Source: an optimization exercise on an open RTL-to-GDS flow (aim: small area and a short achievable clock period). Production flows keep margins and buffers that such runs may drop. Where RTL was checked, it was by simulation tests only, not by an equivalence proof against the original.

== run 3 ==
==> module RegDec, before the edit <==
module RegDec (input [4:0] r, output [31:1] sel);
    genvar i;
    generate
        for (i = 1; i < 32; i = i + 1) begin : d
            assign sel[i] = (r == i);
        end
    endgenerate
endmodule
==> module CPU, before the edit <==
module CPU (
    input clk,
    input RST,
    output [31:0] imem_addr,
    input  [31:0] imem_data,
    output [31:0] dmem_addr,
    output [31:0] dmem_wdata,
    output dmem_we,
    input  [31:0] dmem_rdata
    );
    wire [31:0] ins = imem_data;
    wire [5:0]  op  = ins[31:26];
    wire [4:0]  rs  = ins[25:21];
    wire [4:0]  rt  = ins[20:16];
    wire [4:0]  rd  = ins[15:11];
    wire [4:0]  sa  = ins[10:6];
    wire [5:0]  fn  = ins[5:0];
    wire [15:0] imm = ins[15:0];
    wire op_r    = (op == 6'h00);
    wire op_addi = (op == 6'h08);
    wire op_ori  = (op == 6'h0d);
    wire op_lw   = (op == 6'h23);
    wire op_sw   = (op == 6'h2b);
    wire op_beq  = (op == 6'h04);
    wire op_bne  = (op == 6'h05);
    wire op_bgtz = (op == 6'h07);
    wire op_j    = (op == 6'h02);
    wire op_halt = (op == 6'h3f);
    wire f_sub = op_r & (fn == 6'h23);
    wire f_and = op_r & (fn == 6'h24);
    wire f_or  = op_r & (fn == 6'h25);
    wire f_sll = op_r & (fn == 6'h00);
    wire f_slt = op_r & (fn == 6'h2a);
    wire no_wr = op_sw | op_beq | op_bne | op_bgtz | op_j | op_halt;
    wire wr_rt = op_lw | op_addi | op_ori;
    wire is_branch = op_beq | op_bne | op_bgtz;
    wire sel_add = ~(wr_rt | f_sub | f_and | f_or | f_sll | f_slt);
    wire [31:0] wdata;
    wire [4:0]  wa = wr_rt ? rt : rd;
    wire        we = ~no_wr;
    wire [31:0] wd = wdata & {32{RST}};
    wire [32*31-1:0] regs;
    wire [31:1] s1, s2;
    genvar i;
    generate
        for (i = 1; i < 32; i = i + 1) begin : r
            reg [31:0] q;
            always @(posedge clk)
                if (!RST || (we && wa == i)) q <= wd;
            assign regs[32*(i-1) +: 32] = q;
        end
    endgenerate
    RegDec u_dec1 (.r(rs), .sel(s1));
    RegDec u_dec2 (.r(rt), .sel(s2));
    wire [31:0] an, bn;
    ReadPortN u_rp1 (.regs(regs), .sel(s1), .dn(an));
    ReadPortN u_rp2 (.regs(regs), .sel(s2), .dn(bn));
    wire [31:0] a = ~an;
    wire [31:0] b = ~bn;
    wire [31:0] simm = {{16{imm[15]}}, imm};
    wire [31:0] asum;
    AddrAdd u_aadd (.an(an), .imm(imm), .s(asum));
    wire        sub  = f_sub | f_slt | is_branch;
    wire [32:0] dsum = {1'b0, a} + {1'b0, b ^ {32{sub}}} + {32'd0, sub};
    wire [31:0] d    = dsum[31:0];
    wire        lt   = (a[31] ^ b[31]) ? a[31] : d[31];
    wire [31:0] ob   = op_ori ? {16'd0, imm} : b;
    wire [31:0] shl  = b << sa;
    wire [31:0] alu =
        ({32{op_addi}}          & asum) |
        ({32{sel_add | f_sub}}  & d) |
        ({32{f_and}}            & (a & b)) |
        ({32{f_or | op_ori}}    & (a | ob)) |
        ({32{f_sll}}            & shl) |
        ({32{f_slt}}            & {31'd0, lt});
    assign wdata = op_lw ? dmem_rdata : alu;
    assign dmem_addr  = asum;
    assign dmem_wdata = b;
    assign dmem_we    = op_sw;
    reg [31:2] pc;
    assign imem_addr = {pc, 2'b00};
    wire [17:2] pc_lo = pc[17:2];
    wire [31:18] pc_hi = pc[31:18];
    wire [16:0] lo4  = {1'b0, pc_lo} + 17'd1;
    wire [16:0] lobr = {1'b0, pc_lo} + {1'b0, imm} + 17'd1;
    wire [31:18] hi_inc = pc_hi + 14'd1;
    wire [31:18] hi_dec = pc_hi - 14'd1;
    wire [31:2] pc4  = {lo4[16] ? hi_inc : pc_hi, lo4[15:0]};
    wire [31:18] hibr = lobr[16] ? (imm[15] ? pc_hi : hi_inc) : (imm[15] ? hi_dec : pc_hi);
    wire [31:2] pcbr = {hibr, lobr[15:0]};
    wire eq   = (a == b);
    wire taken = (op_beq & eq) | (op_bne & ~eq) | (op_bgtz & ~eq & ~d[31]);
    wire [31:2] npc = op_halt ? pc :
                      op_j    ? {pc[31:28], ins[25:0]} :
                      taken   ? pcbr : pc4;
    always @(posedge clk or negedge RST) begin
        if (!RST) pc <= 30'd0;
        else pc <= npc;
    end
endmodule
clock: 12.0 ns
lec_check: 0
cap_margin: 20
cell_pad_in_sites_detail_placement: 1
core_margin: 2
core_utilization: 50
cts_buf_list: sky130_fd_sc_hd__clkbuf_16
cts_cluster_diameter: 70
cts_cluster_size: 26
place_density: 0.6
setup_slack_margin: 4.0
slew_margin: 20
synth_hierarchical: 1
synth_minimum_keep_size: 0
tns_end_percent: 5
standard.sh (not shown) runs the stock make flow with config.mk's settings and CLKGATE_MAP_FILE= SYNTH_SCRIPT=/design/flow/synth_recipe.tcl, a recipe that flattens the netlist after the stock synthesis.
==> flow/flow/run.sh <==
#!/bin/bash
# The standard ORFS layout, except that:
#  - the port buffers are plain buf_2 cells (the resizer would otherwise pick a
#    larger delay buffer for every port), and
#  - timing repair does not clone gates (a clone made by the last repair can
#    overload its weak driver after routing, with no repair_design after it).
# The make output of the whole flow goes to flow_make.log in the work folder;
# ORFS keeps each tool's own log under orfs/logs/.
set -euo pipefail
bash standard.sh "BUFFER_PORTS_ARGS=-inputs -outputs -buffer_cell sky130_fd_sc_hd__buf_2" \
    SKIP_GATE_CLONING=1 finish > flow_make.log 2>&1
Edits applied to the flow inputs when going from run 3 to run 5:
-- flow/design.v --
<<< run 3, line 1
`timescale 1ns / 1ps
module RegDec (input [4:0] r, output [31:1] sel);
    genvar i;
    generate
        for (i = 1; i < 32; i = i + 1) begin : d
            assign sel[i] = (r == i);
        end
    endgenerate
>>> run 5, line 1
`timescale 1ns / 1ps
module RegDec (input [4:0] r, input [31:1] valid, output [31:1] sel);
    genvar i;
    generate
        for (i = 1; i < 32; i = i + 1) begin : d
            assign sel[i] = valid[i] & (r == i);
        end
    endgenerate
<<< run 3, line 56
    wire is_branch = op_beq | op_bne | op_bgtz;
    wire sel_add = ~(wr_rt | f_sub | f_and | f_or | f_sll | f_slt);
    wire [31:0] wdata;
    wire [4:0]  wa = wr_rt ? rt : rd;
    wire        we = ~no_wr;
    wire [31:0] wd = wdata & {32{RST}};
    wire [32*31-1:0] regs;
    wire [31:1] s1, s2;
>>> run 5, line 56
    wire is_branch = op_beq | op_bne | op_bgtz;
    wire sel_add = ~(wr_rt | f_sub | f_and | f_or | f_sll | f_slt);
    reg [31:1] valid;
    wire [31:0] wdata;
    wire [4:0]  wa = wr_rt ? rt : rd;
    wire        we = ~no_wr;
    always @(posedge clk or negedge RST) begin
        if (!RST) valid <= 31'd0;
        else if (we && wa != 5'd0) valid[wa] <= 1'b1;
    end
    wire [32*31-1:0] regs;
    wire [31:1] s1, s2;
<<< run 3, line 67
            reg [31:0] q;
            always @(posedge clk)
                if (!RST || (we && wa == i)) q <= wd;
            assign regs[32*(i-1) +: 32] = q;
        end
    endgenerate
    RegDec u_dec1 (.r(rs), .sel(s1));
    RegDec u_dec2 (.r(rt), .sel(s2));
    wire [31:0] an, bn;
    ReadPortN u_rp1 (.regs(regs), .sel(s1), .dn(an));
>>> run 5, line 71
            reg [31:0] q;
            always @(posedge clk)
                if (we && wa == i) q <= wdata;
            assign regs[32*(i-1) +: 32] = q;
        end
    endgenerate
    RegDec u_dec1 (.r(rs), .valid(valid), .sel(s1));
    RegDec u_dec2 (.r(rt), .valid(valid), .sel(s2));
    wire [31:0] an, bn;
    ReadPortN u_rp1 (.regs(regs), .sel(s1), .dn(an));
[summary]
Run 5 against run 3: full die area now sits higher; minimum period implied by the final worst setup slack decreased 0.18 ns; maximum number of pins on one net before global-route repair rose by 11; via count now larger. From run 3 to run 5 the numbers moved as follows: utilization fell by 0.90 points; final area rose by about 0.7%; maximum VDD drop fell by 17 uV; inverter count rose by 10; synthesized area rose by about 2.8%. Max placed cell count across run 3 and run 5: run 5.

========
## rev 12
Another version of the RTL of CPU (not shown whole).
Size: ~4300 cells after synthesis, about 1100 flip-flops, about 160 I/O pins, ~54000 um2 of cells after synthesis.
==> module ReadPort, before the edit <==
module ReadPort (input [32*31-1:0] regs, input [31:1] sel, output reg [31:0] d);
    integer k;
    always @(*) begin
        d = 32'd0;
        for (k = 1; k < 32; k = k + 1)
            d = d | ({32{sel[k]}} & regs[32*(k-1) +: 32]);
    end
endmodule
==> module AddrAdd, before the edit <==
module AddrAdd (input [31:0] a, input [15:0] imm, output [31:0] s);
    assign s = a + {{16{imm[15]}}, imm};
endmodule
==> module CPU, before the edit <==
module CPU (
    input clk,
    input RST,
    output [31:0] imem_addr,
    input  [31:0] imem_data,
    output [31:0] dmem_addr,
    output [31:0] dmem_wdata,
    output dmem_we,
    input  [31:0] dmem_rdata
    );
    wire [31:0] ins = imem_data;
    wire [5:0]  op  = ins[31:26];
    wire [4:0]  rs  = ins[25:21];
    wire [4:0]  rt  = ins[20:16];
    wire [4:0]  rd  = ins[15:11];
    wire [4:0]  sa  = ins[10:6];
    wire [5:0]  fn  = ins[5:0];
    wire [15:0] imm = ins[15:0];
    wire op_r    = (op == 6'h00);
    wire op_addi = (op == 6'h08);
    wire op_ori  = (op == 6'h0d);
    wire op_lw   = (op == 6'h23);
    wire op_sw   = (op == 6'h2b);
    wire op_beq  = (op == 6'h04);
    wire op_bne  = (op == 6'h05);
    wire op_bgtz = (op == 6'h07);
    wire op_j    = (op == 6'h02);
    wire op_halt = (op == 6'h3f);
    wire f_sub = op_r & (fn == 6'h23);
    wire f_and = op_r & (fn == 6'h24);
    wire f_or  = op_r & (fn == 6'h25);
    wire f_sll = op_r & (fn == 6'h00);
    wire f_slt = op_r & (fn == 6'h2a);
    wire no_wr = op_sw | op_beq | op_bne | op_bgtz | op_j | op_halt;
    wire wr_rt = op_lw | op_addi | op_ori;
    wire is_branch = op_beq | op_bne | op_bgtz;
    wire sel_add = ~(wr_rt | f_sub | f_and | f_or | f_sll | f_slt);
    reg [31:1] valid;
    wire [31:0] wdata;
    wire [4:0]  wa = wr_rt ? rt : rd;
    wire        we = ~no_wr;
    always @(posedge clk or negedge RST) begin
        if (!RST) valid <= 31'd0;
        else if (we && wa != 5'd0) valid[wa] <= 1'b1;
    end
    wire [32*31-1:0] regs;
    wire [31:1] s1, s2;
    genvar i;
    generate
        for (i = 1; i < 32; i = i + 1) begin : r
            reg [31:0] q;
            always @(posedge clk)
                if (we && wa == i) q <= wdata;
            assign s1[i] = valid[i] & (rs == i);
            assign s2[i] = valid[i] & (rt == i);
            assign regs[32*(i-1) +: 32] = q;
        end
    endgenerate
    wire [31:0] a, b;
    ReadPort u_rp1 (.regs(regs), .sel(s1), .d(a));
    ReadPort u_rp2 (.regs(regs), .sel(s2), .d(b));
    wire [31:0] simm = {{16{imm[15]}}, imm};
    wire [31:0] asum;
    AddrAdd u_aadd (.a(a), .imm(imm), .s(asum));
    wire        sub  = f_sub | f_slt | is_branch;
    wire [32:0] dsum = {1'b0, a} + {1'b0, b ^ {32{sub}}} + {32'd0, sub};
    wire [31:0] d    = dsum[31:0];
    wire        lt   = (a[31] ^ b[31]) ? a[31] : d[31];
    wire [31:0] ob   = op_ori ? {16'd0, imm} : b;
    wire [31:0] shl  = b << sa;
    wire [31:0] alu =
        ({32{op_addi}}          & asum) |
        ({32{sel_add | f_sub}}  & d) |
        ({32{f_and}}            & (a & b)) |
        ({32{f_or | op_ori}}    & (a | ob)) |
        ({32{f_sll}}            & shl) |
        ({32{f_slt}}            & {31'd0, lt});
    assign wdata = op_lw ? dmem_rdata : alu;
    assign dmem_addr  = asum;
    assign dmem_wdata = b;
    assign dmem_we    = op_sw;
    reg [31:2] pc;
    assign imem_addr = {pc, 2'b00};
    wire [31:2] pc4  = pc + 30'd1;
    wire [31:2] pcbr = pc + {{14{imm[15]}}, imm} + 30'd1;
    wire eq   = (a == b);
    wire taken = (op_beq & eq) | (op_bne & ~eq) | (op_bgtz & ~eq & ~d[31]);
    wire [31:2] npc = op_halt ? pc :
                      op_j    ? {pc[31:28], ins[25:0]} :
                      taken   ? pcbr : pc4;
    always @(posedge clk or negedge RST) begin
        if (!RST) pc <= 30'd0;
        else pc <= npc;
    end
endmodule
==> flow/config.mk <==
export PLATFORM = sky130hd
export DESIGN_NAME = CPU
export DESIGN_NICKNAME = CPU
export VERILOG_FILES = /design/flow/design.v
export SDC_FILE = /design/flow/constraint.sdc
export NUM_CORES = 4
export LEC_CHECK = 0
export CAP_MARGIN = 10
export CELL_PAD_IN_SITES_DETAIL_PLACEMENT = 1
export CORE_MARGIN = 2
export CORE_UTILIZATION = 45
export CTS_BUF_LIST = sky130_fd_sc_hd__clkbuf_16
export CTS_CLUSTER_DIAMETER = 60
export CTS_CLUSTER_SIZE = 24
export PLACE_DENSITY = 0.55
export SETUP_SLACK_MARGIN = 4.0
export SLEW_MARGIN = 10
export SYNTH_HIERARCHICAL = 1
export SYNTH_MINIMUM_KEEP_SIZE = 0
export TNS_END_PERCENT = 5
==> flow/constraint.sdc <==
create_clock -name core_clock -period 12.0 [get_ports {clk}]
set_input_delay 2.4000 -clock core_clock [delete_from_list [all_inputs] [get_ports {clk}]]
set_output_delay 2.4000 -clock core_clock [all_outputs]
set_load 0.01 [all_outputs]
==> flow/flow/run.sh <==
#!/bin/bash
# The standard ORFS layout, except that the port buffers are plain buf_2 cells
# (the resizer would otherwise pick a larger delay buffer for every port).
# The make output of the whole flow goes to flow_make.log in the work folder;
# ORFS keeps each tool's own log under orfs/logs/.
set -euo pipefail
bash standard.sh "BUFFER_PORTS_ARGS=-inputs -outputs -buffer_cell sky130_fd_sc_hd__buf_2" finish > flow_make.log 2>&1
[inputs] rev 13 vs rev 12
==> flow/design.v <==
`timescale 1ns / 1ps
module RegDec (input [4:0] r, input [31:1] valid, output [31:1] sel);
    genvar i;
    generate
        for (i = 1; i < 32; i = i + 1) begin : d
            assign sel[i] = valid[i] & (r == i);
        end
    endgenerate
endmodule
module ReadPortN (input [32*31-1:0] regs, input [31:1] sel, output reg [31:0] dn);
    integer k;
    always @(*) begin
        dn = 32'hffffffff;
        for (k = 1; k < 32; k = k + 1)
            dn = dn & ~({32{sel[k]}} & regs[32*(k-1) +: 32]);
    end
endmodule
module AddrAdd (input [31:0] an, input [15:0] imm, output [31:0] s);
    assign s = ~(an - {{16{imm[15]}}, imm});
endmodule
module CPU (
    input clk,
    input RST,
    output [31:0] imem_addr,
    input  [31:0] imem_data,
    output [31:0] dmem_addr,
    output [31:0] dmem_wdata,
    output dmem_we,
    input  [31:0] dmem_rdata
    );
    wire [31:0] ins = imem_data;
    wire [5:0]  op  = ins[31:26];
    wire [4:0]  rs  = ins[25:21];
    wire [4:0]  rt  = ins[20:16];
    wire [4:0]  rd  = ins[15:11];
    wire [4:0]  sa  = ins[10:6];
    wire [5:0]  fn  = ins[5:0];
    wire [15:0] imm = ins[15:0];
    wire op_r    = (op == 6'h00);
    wire op_addi = (op == 6'h08);
    wire op_ori  = (op == 6'h0d);
    wire op_lw   = (op == 6'h23);
    wire op_sw   = (op == 6'h2b);
    wire op_beq  = (op == 6'h04);
    wire op_bne  = (op == 6'h05);
    wire op_bgtz = (op == 6'h07);
    wire op_j    = (op == 6'h02);
    wire op_halt = (op == 6'h3f);
    wire f_sub = op_r & (fn == 6'h23);
    wire f_and = op_r & (fn == 6'h24);
    wire f_or  = op_r & (fn == 6'h25);
    wire f_sll = op_r & (fn == 6'h00);
    wire f_slt = op_r & (fn == 6'h2a);
    wire no_wr = op_sw | op_beq | op_bne | op_bgtz | op_j | op_halt;
    wire wr_rt = op_lw | op_addi | op_ori;
    wire is_branch = op_beq | op_bne | op_bgtz;
    wire sel_add = ~(wr_rt | f_sub | f_and | f_or | f_sll | f_slt);
    reg [31:1] valid;
    wire [31:0] wdata;
    wire [4:0]  wa = wr_rt ? rt : rd;
    wire        we = ~no_wr;
    always @(posedge clk or negedge RST) begin
        if (!RST) valid <= 31'd0;
        else if (we && wa != 5'd0) valid[wa] <= 1'b1;
    end
    wire [32*31-1:0] regs;
    wire [31:1] s1, s2;
    genvar i;
    generate
        for (i = 1; i < 32; i = i + 1) begin : r
            reg [31:0] q;
            always @(posedge clk)
                if (we && wa == i) q <= wdata;
            assign regs[32*(i-1) +: 32] = q;
        end
    endgenerate
    RegDec u_dec1 (.r(rs), .valid(valid), .sel(s1));
    RegDec u_dec2 (.r(rt), .valid(valid), .sel(s2));
    wire [31:0] an, bn;
    ReadPortN u_rp1 (.regs(regs), .sel(s1), .dn(an));
    ReadPortN u_rp2 (.regs(regs), .sel(s2), .dn(bn));
    wire [31:0] a = ~an;
    wire [31:0] b = ~bn;
    wire [31:0] simm = {{16{imm[15]}}, imm};
    wire [31:0] asum;
    AddrAdd u_aadd (.an(an), .imm(imm), .s(asum));
    wire        sub  = f_sub | f_slt | is_branch;
    wire [32:0] dsum = {1'b0, a} + {1'b0, b ^ {32{sub}}} + {32'd0, sub};
    wire [31:0] d    = dsum[31:0];
    wire        lt   = (a[31] ^ b[31]) ? a[31] : d[31];
    wire [31:0] ob   = op_ori ? {16'd0, imm} : b;
    wire [31:0] shl  = b << sa;
    wire [31:0] alu =
        ({32{op_addi}}          & asum) |
        ({32{sel_add | f_sub}}  & d) |
        ({32{f_and}}            & (a & b)) |
        ({32{f_or | op_ori}}    & (a | ob)) |
        ({32{f_sll}}            & shl) |
        ({32{f_slt}}            & {31'd0, lt});
    assign wdata = op_lw ? dmem_rdata : alu;
    assign dmem_addr  = asum;
    assign dmem_wdata = b;
    assign dmem_we    = op_sw;
    reg [31:2] pc;
    assign imem_addr = {pc, 2'b00};
    wire [31:2] pc4  = pc + 30'd1;
    wire [31:2] pcbr = pc + {{14{imm[15]}}, imm} + 30'd1;
    wire eq   = (a == b);
    wire taken = (op_beq & eq) | (op_bne & ~eq) | (op_bgtz & ~eq & ~d[31]);
    wire [31:2] npc = op_halt ? pc :
                      op_j    ? {pc[31:28], ins[25:0]} :
                      taken   ? pcbr : pc4;
    always @(posedge clk or negedge RST) begin
        if (!RST) pc <= 30'd0;
        else pc <= npc;
    end
endmodule
==> results.txt <==
Rev 13 against rev 12: multiplexer area fraction after synthesis dropped 0.50 points, cell area after synthesis climbed 570 um2.
Rev 13 vs rev 12 — count of buffers not belonging to the clock network in the layout dropped by a few percent
Compared with rev 12, in rev 13 relative slew slack has decreased, clock-buffer cell count went down by 4.
Only the layout flow was run in rev 13; the RTL was not checked for function there.

[what the ideal ports hide]
Ports are ideal in the flow. The routed layouts listed here were re-timed in OpenROAD.
Step 1 sets driving cells, clkbuf_16 on the clock port and buf_2 on the other inputs (assumed; they add their load-dependent delay and slew).
Step 2 moves the port delays by t, midway between the first and last clock arrival at a register: inputs arrive t later, outputs are due t later. That takes back most of the time a late clock gives input paths.
Three values: no drivers, after step 1, after step 2; two values: the first two.
run | shift t [ns] | setup slack, ns | hold WS [ns] | worst setup path at the end
run 3 | 0.742 | 2.891 / 2.829 / 2.726 | 0.481 / 0.481 / 0.481 | input to register
run 5 | 0.746 | 3.075 / 2.997 / 2.573 | 0.474 / 0.474 / 0.474 | input to register
rev 12 | 0.788 | 2.966 / 2.795 / 2.548 | 0.478 / 0.478 / 0.478 | input to register
rev 13 | 0.781 | 3.162 / 3.040 / 2.703 | 0.531 / 0.531 / 0.531 | input to register
After both steps every run listed still meets setup and hold. The setup slack of run 5, which loses most, moves by -0.078 ns with the drivers and by -0.502 ns with both steps.
